From an optimization exercise on the open Yosys and OpenROAD flow, aimed at small area, a short achievable clock period and few clock cycles; shortcuts taken in it are not production practice.
No functional check of the RTL was part of this run.
Power and IR drop assume default switching activity.

==> flow/design.v <==
module Conv(
  clk,
  rst_n,
  image_valid,
  filter_valid,
  in_data,
  out_valid,
  out_data
);
input clk,rst_n,image_valid,filter_valid;
input [2:0] in_data;
output [8:0] out_data;
output logic out_valid;
logic [2:0] f [0:8];     
logic [2:0] q [0:14];    
logic [5:0] cnt;         
logic [6:0] U1_s, U1_c;
logic [7:0] U2_s, U2_c;
logic [8:0] U3_s, U3_c;
logic [8:0] S_s, S_c;
logic [8:0] C;          
logic [8:0] M0, M1, M2;  
logic v0, v1;            
logic [5:0] pos1;        
wire u1_1, u1_2;
assign {u1_2, u1_1} = (f[0][0] & q[14][1]) + (f[0][1] & q[14][0]) + (f[1][0] & q[13][1]);
wire u1_3, u1_4;
assign {u1_4, u1_3} = (f[0][0] & q[14][2]) + (f[0][1] & q[14][1]) + (f[0][2] & q[14][0]);
wire u1_5, u1_6;
assign {u1_6, u1_5} = (f[1][0] & q[13][2]) + (f[1][1] & q[13][1]) + (f[1][2] & q[13][0]);
wire u1_7, u1_8;
assign {u1_8, u1_7} = u1_2 + u1_3 + u1_5;
wire u1_9, u1_10;
assign {u1_10, u1_9} = (f[0][1] & q[14][2]) + (f[0][2] & q[14][1]) + (f[1][1] & q[13][2]);
wire u1_11, u1_12;
assign {u1_12, u1_11} = (f[1][2] & q[13][1]) + u1_4 + u1_6;
wire u1_13, u1_14;
assign {u1_14, u1_13} = u1_9 + u1_11 + u1_8;
wire u1_15, u1_16;
assign {u1_16, u1_15} = (f[0][2] & q[14][2]) + (f[1][2] & q[13][2]) + u1_10;
wire u1_17, u1_18;
assign {u1_18, u1_17} = u1_12 + u1_15 + u1_14;
wire [6:0] u1_a = {1'b0, u1_16, u1_17, u1_13, u1_7, (f[1][1] & q[13][0]), (f[0][0] & q[14][0])};
wire [6:0] u1_b = {1'b0, u1_18, 1'b0, 1'b0, 1'b0, u1_1, (f[1][0] & q[13][0])};
wire u2_1, u2_2;
assign {u2_2, u2_1} = U1_c[0] + U1_s[0] + (f[2][0] & q[13][0]);
wire u2_3, u2_4;
assign {u2_4, u2_3} = U1_c[1] + U1_s[1] + (f[2][0] & q[13][1]);
wire u2_5, u2_6;
assign {u2_6, u2_5} = (f[2][1] & q[13][0]) + (f[3][0] & q[7][1]) + (f[3][1] & q[7][0]);
wire u2_7, u2_8;
assign {u2_8, u2_7} = u2_2 + u2_3 + u2_5;
wire u2_9, u2_10;
assign {u2_10, u2_9} = U1_c[2] + U1_s[2] + (f[2][0] & q[13][2]);
wire u2_11, u2_12;
assign {u2_12, u2_11} = (f[2][1] & q[13][1]) + (f[2][2] & q[13][0]) + (f[3][0] & q[7][2]);
wire u2_13, u2_14;
assign {u2_14, u2_13} = (f[3][1] & q[7][1]) + (f[3][2] & q[7][0]) + u2_4;
wire u2_15, u2_16;
assign {u2_16, u2_15} = u2_6 + u2_11 + u2_9;
wire u2_17, u2_18;
assign {u2_18, u2_17} = u2_13 + u2_8 + u2_15;
wire u2_19, u2_20;
assign {u2_20, u2_19} = U1_c[3] + U1_s[3] + (f[2][1] & q[13][2]);
wire u2_21, u2_22;
assign {u2_22, u2_21} = (f[2][2] & q[13][1]) + (f[3][1] & q[7][2]) + (f[3][2] & q[7][1]);
wire u2_23, u2_24;
assign {u2_24, u2_23} = u2_10 + u2_12 + u2_19;
wire u2_25, u2_26;
assign {u2_26, u2_25} = u2_21 + u2_14 + u2_16;
wire u2_27, u2_28;
assign {u2_28, u2_27} = u2_23 + u2_18 + u2_25;
wire u2_29, u2_30;
assign {u2_30, u2_29} = U1_c[4] + U1_s[4] + (f[2][2] & q[13][2]);
wire u2_31, u2_32;
assign {u2_32, u2_31} = (f[3][2] & q[7][2]) + u2_20 + u2_22;
wire u2_33, u2_34;
assign {u2_34, u2_33} = u2_29 + u2_24 + u2_31;
wire u2_35, u2_36;
assign {u2_36, u2_35} = u2_26 + u2_33 + u2_28;
wire u2_37, u2_38;
assign {u2_38, u2_37} = U1_c[5] + U1_s[5] + u2_30;
wire u2_39, u2_40;
assign {u2_40, u2_39} = u2_32 + u2_37 + u2_34;
wire u2_41, u2_42;
assign {u2_42, u2_41} = U1_c[6] + U1_s[6] + u2_38;
wire [7:0] u2_a = {u2_42, u2_41, u2_39, u2_35, u2_27, u2_17, u2_7, (f[3][0] & q[7][0])};
wire [7:0] u2_b = {1'b0, u2_40, u2_36, 1'b0, 1'b0, 1'b0, 1'b0, u2_1};
wire u3_1, u3_2;
assign {u3_2, u3_1} = U2_c[0] + U2_s[0] + (f[4][0] & q[7][0]);
wire u3_3, u3_4;
assign {u3_4, u3_3} = U2_c[1] + U2_s[1] + (f[4][0] & q[7][1]);
wire u3_5, u3_6;
assign {u3_6, u3_5} = (f[4][1] & q[7][0]) + (f[5][0] & q[6][1]) + (f[5][1] & q[6][0]);
wire u3_7, u3_8;
assign {u3_8, u3_7} = u3_2 + u3_3 + u3_5;
wire u3_9, u3_10;
assign {u3_10, u3_9} = U2_c[2] + U2_s[2] + (f[4][0] & q[7][2]);
wire u3_11, u3_12;
assign {u3_12, u3_11} = (f[4][1] & q[7][1]) + (f[4][2] & q[7][0]) + (f[5][0] & q[6][2]);
wire u3_13, u3_14;
assign {u3_14, u3_13} = (f[5][1] & q[6][1]) + (f[5][2] & q[6][0]) + u3_4;
wire u3_15, u3_16;
assign {u3_16, u3_15} = u3_6 + u3_11 + u3_9;
wire u3_17, u3_18;
assign {u3_18, u3_17} = u3_13 + u3_8 + u3_15;
wire u3_19, u3_20;
assign {u3_20, u3_19} = U2_c[3] + U2_s[3] + (f[4][1] & q[7][2]);
wire u3_21, u3_22;
assign {u3_22, u3_21} = (f[4][2] & q[7][1]) + (f[5][1] & q[6][2]) + (f[5][2] & q[6][1]);
wire u3_23, u3_24;
assign {u3_24, u3_23} = u3_10 + u3_12 + u3_19;
wire u3_25, u3_26;
assign {u3_26, u3_25} = u3_21 + u3_14 + u3_16;
wire u3_27, u3_28;
assign {u3_28, u3_27} = u3_23 + u3_18 + u3_25;
wire u3_29, u3_30;
assign {u3_30, u3_29} = U2_c[4] + U2_s[4] + (f[4][2] & q[7][2]);
wire u3_31, u3_32;
assign {u3_32, u3_31} = (f[5][2] & q[6][2]) + u3_20 + u3_22;
wire u3_33, u3_34;
assign {u3_34, u3_33} = u3_29 + u3_24 + u3_31;
wire u3_35, u3_36;
assign {u3_36, u3_35} = u3_26 + u3_33 + u3_28;
wire u3_37, u3_38;
assign {u3_38, u3_37} = U2_c[5] + U2_s[5] + u3_30;
wire u3_39, u3_40;
assign {u3_40, u3_39} = u3_32 + u3_37 + u3_34;
wire u3_41, u3_42;
assign {u3_42, u3_41} = U2_c[6] + U2_s[6] + u3_38;
wire u3_43, u3_44;
assign {u3_44, u3_43} = U2_c[7] + U2_s[7] + u3_42;
wire [8:0] u3_a = {u3_44, u3_43, u3_41, u3_39, u3_35, u3_27, u3_17, u3_7, (f[5][0] & q[6][0])};
wire [8:0] u3_b = {1'b0, 1'b0, u3_40, u3_36, 1'b0, 1'b0, 1'b0, 1'b0, u3_1};
wire s_1, s_2;
assign {s_2, s_1} = U3_c[0] + U3_s[0] + (f[6][0] & q[1][0]);
wire s_3, s_4;
assign {s_4, s_3} = U3_c[1] + U3_s[1] + (f[6][0] & q[1][1]);
wire s_5, s_6;
assign {s_6, s_5} = (f[6][1] & q[1][0]) + (f[7][0] & q[0][1]) + (f[7][1] & q[0][0]);
wire s_7, s_8;
assign {s_8, s_7} = s_2 + s_3 + s_5;
wire s_9, s_10;
assign {s_10, s_9} = U3_c[2] + U3_s[2] + (f[6][0] & q[1][2]);
wire s_11, s_12;
assign {s_12, s_11} = (f[6][1] & q[1][1]) + (f[6][2] & q[1][0]) + (f[7][0] & q[0][2]);
wire s_13, s_14;
assign {s_14, s_13} = (f[7][1] & q[0][1]) + (f[7][2] & q[0][0]) + s_4;
wire s_15, s_16;
assign {s_16, s_15} = s_6 + s_11 + s_9;
wire s_17, s_18;
assign {s_18, s_17} = s_13 + s_8 + s_15;
wire s_19, s_20;
assign {s_20, s_19} = U3_c[3] + U3_s[3] + (f[6][1] & q[1][2]);
wire s_21, s_22;
assign {s_22, s_21} = (f[6][2] & q[1][1]) + (f[7][1] & q[0][2]) + (f[7][2] & q[0][1]);
wire s_23, s_24;
assign {s_24, s_23} = s_10 + s_12 + s_19;
wire s_25, s_26;
assign {s_26, s_25} = s_21 + s_14 + s_16;
wire s_27, s_28;
assign {s_28, s_27} = s_23 + s_18 + s_25;
wire s_29, s_30;
assign {s_30, s_29} = U3_c[4] + U3_s[4] + (f[6][2] & q[1][2]);
wire s_31, s_32;
assign {s_32, s_31} = (f[7][2] & q[0][2]) + s_20 + s_22;
wire s_33, s_34;
assign {s_34, s_33} = s_29 + s_24 + s_31;
wire s_35, s_36;
assign {s_36, s_35} = s_26 + s_33 + s_28;
wire s_37, s_38;
assign {s_38, s_37} = U3_c[5] + U3_s[5] + s_30;
wire s_39, s_40;
assign {s_40, s_39} = s_32 + s_37 + s_34;
wire s_41, s_42;
assign {s_42, s_41} = U3_c[6] + U3_s[6] + s_38;
wire s_43, s_44;
assign {s_44, s_43} = U3_c[7] + U3_s[7] + s_42;
wire s_45, s_46;
assign {s_46, s_45} = U3_c[8] + U3_s[8] + s_44;
wire [8:0] s_a = {s_45, s_43, s_41, s_39, s_35, s_27, s_17, s_7, (f[7][0] & q[0][0])};
wire [8:0] s_b = {1'b0, 1'b0, s_40, s_36, 1'b0, 1'b0, 1'b0, 1'b0, s_1};
wire c_1, c_2;
assign {c_2, c_1} = S_c[0] + S_s[0] + (f[8][0] & q[0][0]);
wire c_3, c_4;
assign {c_4, c_3} = S_c[1] + S_s[1] + (f[8][0] & q[0][1]);
wire c_5, c_6;
assign {c_6, c_5} = (f[8][1] & q[0][0]) + c_2 + c_3;
wire c_7, c_8;
assign {c_8, c_7} = S_c[2] + S_s[2] + (f[8][0] & q[0][2]);
wire c_9, c_10;
assign {c_10, c_9} = (f[8][1] & q[0][1]) + (f[8][2] & q[0][0]) + c_4;
wire c_11, c_12;
assign {c_12, c_11} = c_7 + c_6 + c_9;
wire c_13, c_14;
assign {c_14, c_13} = S_c[3] + S_s[3] + (f[8][1] & q[0][2]);
wire c_15, c_16;
assign {c_16, c_15} = (f[8][2] & q[0][1]) + c_8 + c_13;
wire c_17, c_18;
assign {c_18, c_17} = c_10 + c_15 + c_12;
wire c_19, c_20;
assign {c_20, c_19} = S_c[4] + S_s[4] + (f[8][2] & q[0][2]);
wire c_21, c_22;
assign {c_22, c_21} = c_14 + c_19 + c_16;
wire c_23, c_24;
assign {c_24, c_23} = S_c[5] + S_s[5] + c_20;
wire c_25, c_26;
assign {c_26, c_25} = S_c[6] + S_s[6] + c_24;
wire c_27, c_28;
assign {c_28, c_27} = S_c[7] + S_s[7] + c_26;
wire c_29, c_30;
assign {c_30, c_29} = S_c[8] + S_s[8] + c_28;
wire [8:0] c_a = {c_29, c_27, c_25, c_23, c_21, c_17, c_11, c_5, c_1};
wire [8:0] c_b = {1'b0, 1'b0, 1'b0, c_22, c_18, 1'b0, 1'b0, 1'b0, 1'b0};
always_ff @(posedge clk) begin
  if (filter_valid) begin
    for (int k = 0; k < 8; k++) f[k] <= f[k+1];
    f[8] <= in_data;
  end
  if (image_valid) begin
    q[0] <= in_data;
    for (int k = 1; k < 15; k++) q[k] <= q[k-1];
    U1_s <= u1_a;
    U1_c <= u1_b;
    U2_s <= u2_a;
    U2_c <= u2_b;
    U3_s <= u3_a;
    U3_c <= u3_b;
    S_s <= s_a;
    S_c <= s_b;
  end
  C <= c_a + c_b;
  pos1 <= cnt;
end
wire [2:0] cc = pos1[2:0];
wire codd  = ~cc[0];                            
wire rodd  = pos1[3] ^ (cc == 3'd0);            
wire first = ~rodd & ~codd;
wire last  = rodd & codd;
logic [8:0] mx;
always_comb mx = (C > M0) ? C : M0;
always_ff @(posedge clk) begin
  if (v1) begin
    if (codd) begin
      M0 <= M1;
      M1 <= M2;
      M2 <= mx;
    end else begin
      M0 <= first ? C : mx;
    end
  end
end
assign out_data = M2;
wire [2:0] row = cnt[5:3];
wire [2:0] col = cnt[2:0];
always_ff @(posedge clk or negedge rst_n) begin
  if (!rst_n) begin
    cnt <= 0;
    v0 <= 0;
    v1 <= 0;
    out_valid <= 0;
  end else begin
    if (image_valid) cnt <= cnt + 1;
    v0 <= image_valid & (row[2] | row[1]) & (col[2] | col[1]);
    v1 <= v0;
    out_valid <= v1 & last;
  end
end
endmodule
==> flow/run.sh <==
#!/bin/bash
# synth_recipe.tcl (not shown) runs the flow's synth.tcl, then flattens the netlist and writes it again
# the make line also repeats each setting of config.mk as NAME=value (left out here)
make -C /OpenROAD-flow-scripts/flow DESIGN_CONFIG=/design/flow/config.mk WORK_HOME=/design/flow/orfs CLKGATE_MAP_FILE= SYNTH_SCRIPT=/design/flow/synth_recipe.tcl finish
==> flow/config.mk <==
export PLATFORM = sky130hd
export DESIGN_NAME = Conv
export DESIGN_NICKNAME = Conv
export VERILOG_FILES = /design/flow/design.v
export SDC_FILE = /design/flow/constraint.sdc
export NUM_CORES = 4
export LEC_CHECK = 0
export CAP_MARGIN = 20
export CORE_MARGIN = 2
export CORE_UTILIZATION = 70
export CTS_BUF_LIST = sky130_fd_sc_hd__clkbuf_8
export CTS_CLUSTER_DIAMETER = 100
export CTS_CLUSTER_SIZE = 40
export SETUP_SLACK_MARGIN = 3.0
export SLEW_MARGIN = 20
==> flow/constraint.sdc <==
create_clock -name core_clock -period 6.0 [get_ports {clk}]
set_input_delay 1.2000 -clock core_clock [delete_from_list [all_inputs] [get_ports {clk}]]
set_output_delay 1.2000 -clock core_clock [all_outputs]
set_load 0.01 [all_outputs]
==> notes.md <==
## layer usage
| layer | vias up | wire length (µm) | global-route usage |
|---|---|---|---|
| li1 | 1790 | - | - |
| met1 | 2050 | 5640 | 0.334 |
| met2 | 103 | 6640 | 0.387 |
| met3 | 33 | 534 | 0.0551 |
| met4 | 2 | 382 | 0.107 |
| met5 | - | 13 | 0 |
## state kept, by name, indices dropped and copies added, names as in the netlist, 3 cells and up
name  flops
pos1      4
U2_s      7
M2        9
S_c       3
q        45
U3_s      8
U1_s      6
U1_c      3
U2_c      3
f        27
M1        9
cnt       6
S_s       9
U3_c      3
C         9
M0        9
## cell usage after synthesis, drive strengths merged
| cell | number |
|---|---|
| a211oi | 1 |
| a21o | 7 |
| a21oi | 3 |
| a31oi | 3 |
| and2 | 65 |
| buf | 2 |
| clkbuf | 2 |
| dfrtp | 9 |
| dfxtp | 13 |
| edfxtp | 141 |
| fa | 70 |
| ha | 29 |
| inv | 77 |
| mux2 | 7 |
| nand2 | 23 |
| nand3 | 2 |
| nand4 | 4 |
| nor2 | 8 |
| nor2b | 2 |
| nor3 | 2 |
| o21ai | 7 |
| o221a | 7 |
| o41a | 1 |
| or3 | 8 |
| xnor2 | 5 |
| xor2 | 5 |
## kinds of logic (layout without fill, tap and decap cells)
group	after synthesis	in the layout	synth area share
AO/OA/AOI/OAI	29	29	0.0286
XOR/XNOR	10	10	0.0112
adder cells (fa/ha/maj)	99	99	0.225
buffers and inverters	81	144	0.0412
flip-flops	163	163	0.603
multiplexers	7	7	0.0101
AND/OR/NAND/NOR	114	114	0.0809
## how the worst max path moves through the flow
| stage | from | to | slack, ns | depth (start not counted) |
|---|---|---|---|---|
| 2_1_floorplan | q[13][0] | U2_s[4] | 3.01 | 6 |
| 3_3_place_gp | q[13][0] | U2_s[4] | 2.91 | 6 |
| 3_5_place_dp | q[13][0] | U2_s[4] | 2.81 | 6 |
| 4_1_cts | q[7][0] | U3_s[4] | 2.97 | 7 |
| 5_1_grt | f[7][0] | S_s[4] | 2.90 | 7 |
| 6_report | f[7][0] | S_s[4] | 2.98 | 7 |
## per-stage QoR
stage | hold WS (ns) | instances | cell area, µm² | util | power (mW)
5_1_grt | 0.382 | 706 | 8720 | 0.801 | 4.02
3_3_place_gp | 0.340 | 658 | 8150 | 0.749 | 2.90
6_report | 0.363 | 706 | 8720 | 0.801 | 3.76
2_1_floorplan | 0.331 | 503 | 7830 | - | 2.62
4_1_cts | 0.367 | 703 | 8650 | 0.795 | 3.75
3_5_place_dp | 0.336 | 658 | 8150 | 0.749 | 2.98
## worst reg2reg max path: cells and delay by family (launching register included)
| family | cells | cell delay (ns) |
|---|---|---|
| adder cells (fa/ha/maj) | 5 | 2.15 |
| flip-flops | 1 | 0.47 |
| AND/OR/NAND/NOR | 1 | 0.10 |
| buffers and inverters | 1 | 0.04 |
## power by group
part | switching [mW] | leakage [nW] | total (mW) | internal, mW
Clock | 0.371 | 0.212 | 0.743 | 0.373
Combinational | 0.645 | 1.70 | 1.23 | 0.581
Sequential | 0.182 | 1.59 | 1.79 | 1.61
## final cells by class
type                       instances  area [µm²]
timing repair buffer              35         304
sequential                       163        4720
clock inverter                    10        67.6
inverter                          77         289
fill                             601        2170
clock buffer                      22         303
tap                              140         175
multi-input combinational        259        2860
## repair_timing
| action | in CTS | in global routing |
|---|---|---|
| setup endpoints to repair | 10 | 12 |
| hold buffers | 0 | 0 |
| pin swaps | 7 | 23 |
| buffers inserted | 13 | 3 |
| resized for setup | 15 | 19 |
==> notes.md <==
Worst path most repeated cell fa_2; CTS tree done; WS Path Type reg2reg; sequential area share after synthesis 0.603; CP max FO 4; Final nets roughly 660; synth top area cells edfxtp_1, fa_1, and2_1; unrepaired setup endpoints after global routing true; Synth top area share 0.541; first drt pass iteration count 4; Buf/Inv on CP 1; Setup crit start kind register; Rel. slew slack 0.487; clk root buf clkbuf_8; setup TNS 0 ns; post-DP HPWL 8820 µm; Avg Cell Area, Syn about 16 µm²; TritonCTS buffer count 17; element type at the critical path end register; Die Area between 0.01 and 0.015 mm²; Achievable Freq around 0.33 GHz; total core area ~0.011 mm²; peak supply drop 0.298 mV; Final Hold Viols 0; total routed wirelength around 13000 µm; synth unique cells 28; min cycle time layout 3.02 ns; Final Cycle Share 0.503; Clock Latency Late Sink ~0.45 ns; crit-path max cell delay about 0.56 ns; antenna-violating nets left 0; overall routing resource usage 0.245; gr ovfl total 0; drc violations 0; CP Data Arrival Time 3.21 ns; Syn Inst Count around 500; pre-CTS WS 2.81 ns; most common cell after layout, fill and taps aside edfxtp_1; clock buffer depth 2; reg2reg start f[7][0]; Critical Path, Cell by Cell nand2_2 > fa_1 > fa_2 > inv_2 > fa_2 > fa_2 > fa_2; wire per inst 18.7 µm; Yosys top cell by area edfxtp_1; # rows 38; IO buf count 16; antenna violations before repair 1; Least-Margin Pin Slew between 0.7 and 0.8 ns; reg2reg path depth 7; clock slew at reported path FFs 0.08 ns; Worst R2R Setup Slack 2.98 ns; I/O Pins 17; Iter 0 DRT Violations 252; routed vias/inst 5.63; # diodes 0; vias in the first global route 4067; clk sink count 163; Die X 110 µm; layout cells sized above 1 0.170; largest net degree at the start of global routing 54; r2r endpoint S_s[4]; routability congestion estimate 0.829; final setup vio count 0; via count 3978; Final Max Tran Viols 0; CP Data Required Time 6.19 ns; hold crit path type reg2reg; crit-path leading delay family adder cells; pwr dens 431 mW/mm²; Die Ht approximately 110 µm; first-pass GRT wire length about 21000 µm; Synth-to-Final Area Change 11.3%; commonest non-fill, non-tap cells in the layout edfxtp_1, inv_1, and2_1, fa_1, ha_1; status no timing/DRC/antenna violations; slowest CP cell fa_2; Seq cells post-synth 163; Max-cap violations 0; starting density of the core 0.719; Warnings, synthesis 3; Max Clock Skew roughly 0.011 ns; Max H-tree Level 4; final setup margin 2.98 ns; sink of the worst hold path v1; hold path startpoint v0; cell area after synthesis 0.00783 mm²; net count after synthesis around 610; WHS Path Cells 0; P_leak 3.51 nW

re-timing with driven ports:
Ports are ideal in the flow. The routed layout listed here was re-timed in OpenROAD.
Step 1 sets driving cells, clkbuf_16 on the clock port and buf_2 on the other inputs (assumed; they add their load-dependent delay and slew).
Step 2, shift: input delay + t, output delay - t, t = (earliest + latest rising clock arrival at the registers) / 2. This alone moves slack from input paths to output paths.
Slacks: no drivers / after step 1 / after step 2; pairs: no drivers / after step 1.
t, ns: 0.480
setup slack, ns: 2.982 / 2.982 / 2.982
worst register clock-pin slew, ns: 0.08 / 0.08
cell pins on the clock port's net: 1
After both steps this run still meets setup and hold. For this run, drivers alone change the setup slack by 0.000 ns; drivers and shift together by 0.000 ns.
